This is an optimization exercise on Yosys and OpenROAD, whose aim is small area, not a production implementation.
Where RTL was checked, it was by simulation tests only, not by an equivalence proof against the original.
The clock input has no modelled driver; a real chip could not lean on it and would need a root buffer or a full tree.
Power figures rest on the tool's default switching activity, not on a simulated workload.

==> flow/design.v <==
module contador_ms (
    input logic clk, rst, pulse_in,
    input logic read_time,
    output logic ready, done_tick,
    output logic [19:0] count,
    output logic [5:0] time_ms,
    output logic [5:0] last_time_ms
);
logic x, y;
logic [19:0] c;
logic [5:0] q, tm, lt;
wire dn = !x && !y;
wire start = x && !y && pulse_in;
wire inc = !x && y && pulse_in;
always_ff @(posedge clk, posedge rst) begin
    if (rst) begin
        x <= 1'b1; y <= 1'b0; c <= '0; tm <= '0; lt <= '0;
    end else begin
        y <= pulse_in;
        if (!y) x <= !(x && pulse_in);
        if (start) c <= '0;
        else if (inc) c <= c + 20'd1;
        if (dn) begin
            tm <= q;
            if (read_time) lt <= q;
        end
    end
end
assign ready = x;
assign done_tick = dn;
assign count = c;
assign time_ms = tm;
assign last_time_ms = lt;
logic [15:0] r;
wire wrap = (r == 16'd33928);
always_ff @(posedge clk) begin
    if (x || wrap) r <= '0;
    else r <= {r[14:0], ~(r[15] ^ r[2])};
    if (x) q <= '0;
    else if (inc && wrap) q <= q + 6'd1;
end
endmodule
==> flow/config.mk <==
export PLATFORM = sky130hd
export DESIGN_NAME = contador_ms
export DESIGN_NICKNAME = contador_ms
export VERILOG_FILES = /design/flow/design.v
export SDC_FILE = /design/flow/constraint.sdc
export NUM_CORES = 4
export LEC_CHECK = 0
export CAP_MARGIN = 20
export CORE_MARGIN = 2
export CORE_UTILIZATION = 40
export SLEW_MARGIN = 20
==> flow/constraint.sdc <==
create_clock -name core_clock -period 25.0 [get_ports {clk}]
set_input_delay 5.0000 -clock core_clock [delete_from_list [all_inputs] [get_ports {clk}]]
set_output_delay 5.0000 -clock core_clock [all_outputs]
set_load 0.01 [all_outputs]
run.sh (not shown) runs the stock make flow with config.mk's settings and CLKGATE_MAP_FILE= SYNTH_SCRIPT=/design/flow/synth_recipe.tcl, a recipe that flattens the netlist after the stock synthesis.
Edit:
==> flow/design.v (replaced) <==
module contador_ms (
    input logic clk, rst, pulse_in,
    input logic read_time,
    output logic ready, done_tick,
    output logic [19:0] count,
    output logic [5:0] time_ms,
    output logic [5:0] last_time_ms
);
logic rdy, dn, p;
logic [19:0] c;
logic [5:0] q, tm, lt;
logic [11:0] r;
wire cnt = !rdy && !dn;
wire start = rdy && pulse_in && !p;
wire inc = cnt && pulse_in;
wire tick = inc && (c[3:0] == 4'hf);
always_ff @(posedge clk, posedge rst) begin
    if (rst) begin
        rdy <= 1'b1; dn <= 1'b0; p <= 1'b0; c <= '0; tm <= '0; lt <= '0;
    end else begin
        p <= pulse_in;
        if (start) begin rdy <= 1'b0; c <= '0; end
        if (cnt) begin
            if (pulse_in) c <= c + 20'd1;
            else dn <= 1'b1;
        end
        if (dn) begin
            dn <= 1'b0; rdy <= 1'b1; tm <= q;
            if (read_time) lt <= q;
        end
    end
end
always_ff @(posedge clk) begin
    if (rdy) begin q <= '0; r <= '0; end
    else if (tick) begin
        if (r == 12'd3124) begin r <= '0; q <= q + 6'd1; end
        else r <= r + 12'd1;
    end
end
assign ready = rdy;
assign done_tick = dn;
assign count = c;
assign time_ms = tm;
assign last_time_ms = lt;
endmodule
Result: The new run finished with timing, DRC and antenna clean. Worst setup slack is worse by 55 ps. Cell count grows by 14%. Register-to-register slack is worse by 170 ps. Worst hold slack is worse by 20 ps. Final area grows by 8.1%. Total power grows by 20%. Maximum frequency shrinks by 0.78%. Routed wire length grows by 13%. Sequential power grows by about 10%. Global-route usage grows by 0.16 points. Synthesized cell count grows by 21%. Die area grows by 10%.
Only the layout flow was run in the first run of this note; the RTL was not checked for function there.

---

Another version of the RTL of contador_ms (not shown whole).
For scale: ~170 cells after synthesis, roughly 52 flip-flops, about 38 I/O pins, about 1900 um2 of cells after synthesis.
Design contador_ms, start of the top module:
module contador_ms (
    input logic clk, rst, pulse_in,
    input logic read_time,
    output logic ready, done_tick,
    output logic [19:0] count,
    output logic [5:0] time_ms,
    output logic [5:0] last_time_ms
);
==> module contador_ms, before the edit <==
module contador_ms (
    input logic clk, rst, pulse_in,
    input logic read_time,
    output logic ready, done_tick,
    output logic [19:0] count,
    output logic [5:0] time_ms,
    output logic [5:0] last_time_ms
);
logic x, y;
logic [19:0] c;           
logic [5:0] q;            
logic [5:0] tm, lt;       
wire dn    = !x && !y;                  
wire start = x && !y && pulse_in;       
wire inc   = !x && y && pulse_in;       
always_ff @(posedge clk, posedge rst) begin
    if (rst) begin
        x <= 1'b1;
        y <= 1'b0;
        c <= '0;
        tm <= '0;
        lt <= '0;
    end else begin
        y <= pulse_in;
        if (!y) x <= !(x && pulse_in);
        if (start) c <= '0;
        else if (inc) c <= c + 20'd1;
        if (dn) begin
            tm <= q;
            if (read_time) lt <= q;
        end
    end
end
assign ready = x;
assign done_tick = dn;
assign count = c;
assign time_ms = tm;
assign last_time_ms = lt;
localparam logic [11:0] TERM = 12'd1702;
localparam logic [11:0] MASK = 12'd3839;
logic [11:0] r;
wire rterm = (r & MASK) == (TERM & MASK);
always_ff @(posedge clk) begin
    if (x || rterm) r <= '0;
    else r <= {~r[10:0], ~(r[0] ^ r[11])};
    if (x) q <= '0;
    else if (inc && (c[3:0] == 4'hf) && rterm) q <= q + 6'd1;
end
endmodule
export LEC_CHECK = 0
export CAP_MARGIN = 20
export CORE_MARGIN = 2
export CORE_UTILIZATION = 40
export PLACE_DENSITY = 0.75
export SLEW_MARGIN = 20
create_clock -name core_clock -period 25.0 [get_ports {clk}]
standard.sh (not shown) runs the stock make flow with config.mk's settings and CLKGATE_MAP_FILE= SYNTH_SCRIPT=/design/flow/synth_recipe.tcl, a recipe that flattens the netlist after the stock synthesis.
==> flow/flow/run.sh <==
#!/bin/bash
# The standard ORFS layout (the standard.sh) with these changes:
# - synthesis maps the logic with an area-oriented ABC script (flow/abc_area.script);
#   everything else in synthesis is the standard script (see flow/my_synth.tcl);
# - after floorplan, muxes that share a select become a22o cells and 1x inverters
#   become inv_2 (flow/swap_mux.tcl);
# - port buffers are the smallest buffer, buf_1;
# - the clock tree is a flat tree of a few buffers fed by the clock port
#   (flow/pre_cts.tcl, flow/manual_cts.tcl).
# Each make step's log is in orfs/logs/; make's own output goes to flow_make.log.
set -euo pipefail
here=$(pwd)
export MY_FLOW_DIR=$here/flow
export MY_ABC_SCRIPT=$here/flow/abc_area.script
export POST_FLOORPLAN_TCL=$here/flow/post_floorplan.tcl
export BUFFER_PORTS_ARGS="-buffer_cell sky130_fd_sc_hd__buf_1"
export PRE_CTS_TCL=$here/flow/pre_cts.tcl
sed "s#SYNTH_SCRIPT=[^ ]*#SYNTH_SCRIPT=$here/flow/my_synth.tcl#" standard.sh > my_standard.sh
bash my_standard.sh finish > flow_make.log 2>&1
Other scripts of this flow, unchanged in this note and not shown: flow/flow/abc_area.script, flow/flow/manual_cts.tcl, flow/flow/my_synth.tcl, flow/flow/post_floorplan.tcl, flow/flow/pre_cts.tcl, flow/flow/swap_mux.tcl
==> next run, changes <==
--- a/flow/design.v
+++ b/flow/design.v
@@ -7,19 +7,14 @@
     output logic [5:0] last_time_ms
 );
 logic x, y;
-logic [19:0] c;           
-logic [5:0] q;            
-logic [5:0] tm, lt;       
-wire dn    = !x && !y;                  
-wire start = x && !y && pulse_in;       
-wire inc   = !x && y && pulse_in;       
+logic [19:0] c;
+logic [5:0] q, tm, lt;
+wire dn = !x && !y;
+wire start = x && !y && pulse_in;
+wire inc = !x && y && pulse_in;
 always_ff @(posedge clk, posedge rst) begin
     if (rst) begin
-        x <= 1'b1;
-        y <= 1'b0;
-        c <= '0;
-        tm <= '0;
-        lt <= '0;
+        x <= 1'b1; y <= 1'b0; c <= '0; tm <= '0; lt <= '0;
     end else begin
         y <= pulse_in;
         if (!y) x <= !(x && pulse_in);
@@ -40,8 +35,9 @@
 localparam logic [11:0] MASK = 12'd3839;
 logic [11:0] r;
 wire rterm = (r & MASK) == (TERM & MASK);
+wire reload = x || rterm;
 always_ff @(posedge clk) begin
-    if (x || rterm) r <= '0;
+    if (reload) r <= '0;
     else r <= {~r[10:0], ~(r[0] ^ r[11])};
     if (x) q <= '0;
     else if (inc && (c[3:0] == 4'hf) && rterm) q <= q + 6'd1;
=> Worst hold slack stays the same. Power stays the same. First-iteration DRC count is unchanged. Routed wire length is unchanged. Area after synthesis does not change. Die area stays the same. Cell area stays the same. Synthesized cell count does not change. Core utilization is unchanged. Final cell count stays the same.
No run of this note takes its clock network from TritonCTS; it comes from the design's own scripts or RTL.

-- what the ideal ports hide --
In the flow no input, the clock included, has a driving cell. The finished layouts below were timed again as built, in two steps.
Step 1, drivers: a clkbuf_16 drives clk and a buf_2 each remaining input, both assumed.
Step 2 moves the port delays by t, midway between the first and last clock arrival at a register: inputs arrive t later, outputs are due t later. That takes back most of the time a late clock gives input paths.
Slacks: ideal ports / drivers / drivers and shift; pairs: ideal ports / drivers.
run | t, ns | slack for setup (ns) | latest minus earliest clock arrival (ns)
the first run of note 1 | 0.330 | 18.002 / 17.975 / 17.733 | 0.006 / 0.006
the second run of note 1 | 0.335 | 17.947 / 17.944 / 17.609 | 0.007 / 0.007
the first run of note 2 | 0.201 | 17.161 / 17.189 / 16.988 | 0.004 / 0.005
the second run of note 2 | 0.201 | 17.161 / 17.189 / 16.988 | 0.004 / 0.005
After both steps setup and hold are still met in every run listed. For the second run of note 1, which loses most, drivers alone change the setup slack by -0.003 ns; drivers and shift together by -0.338 ns.
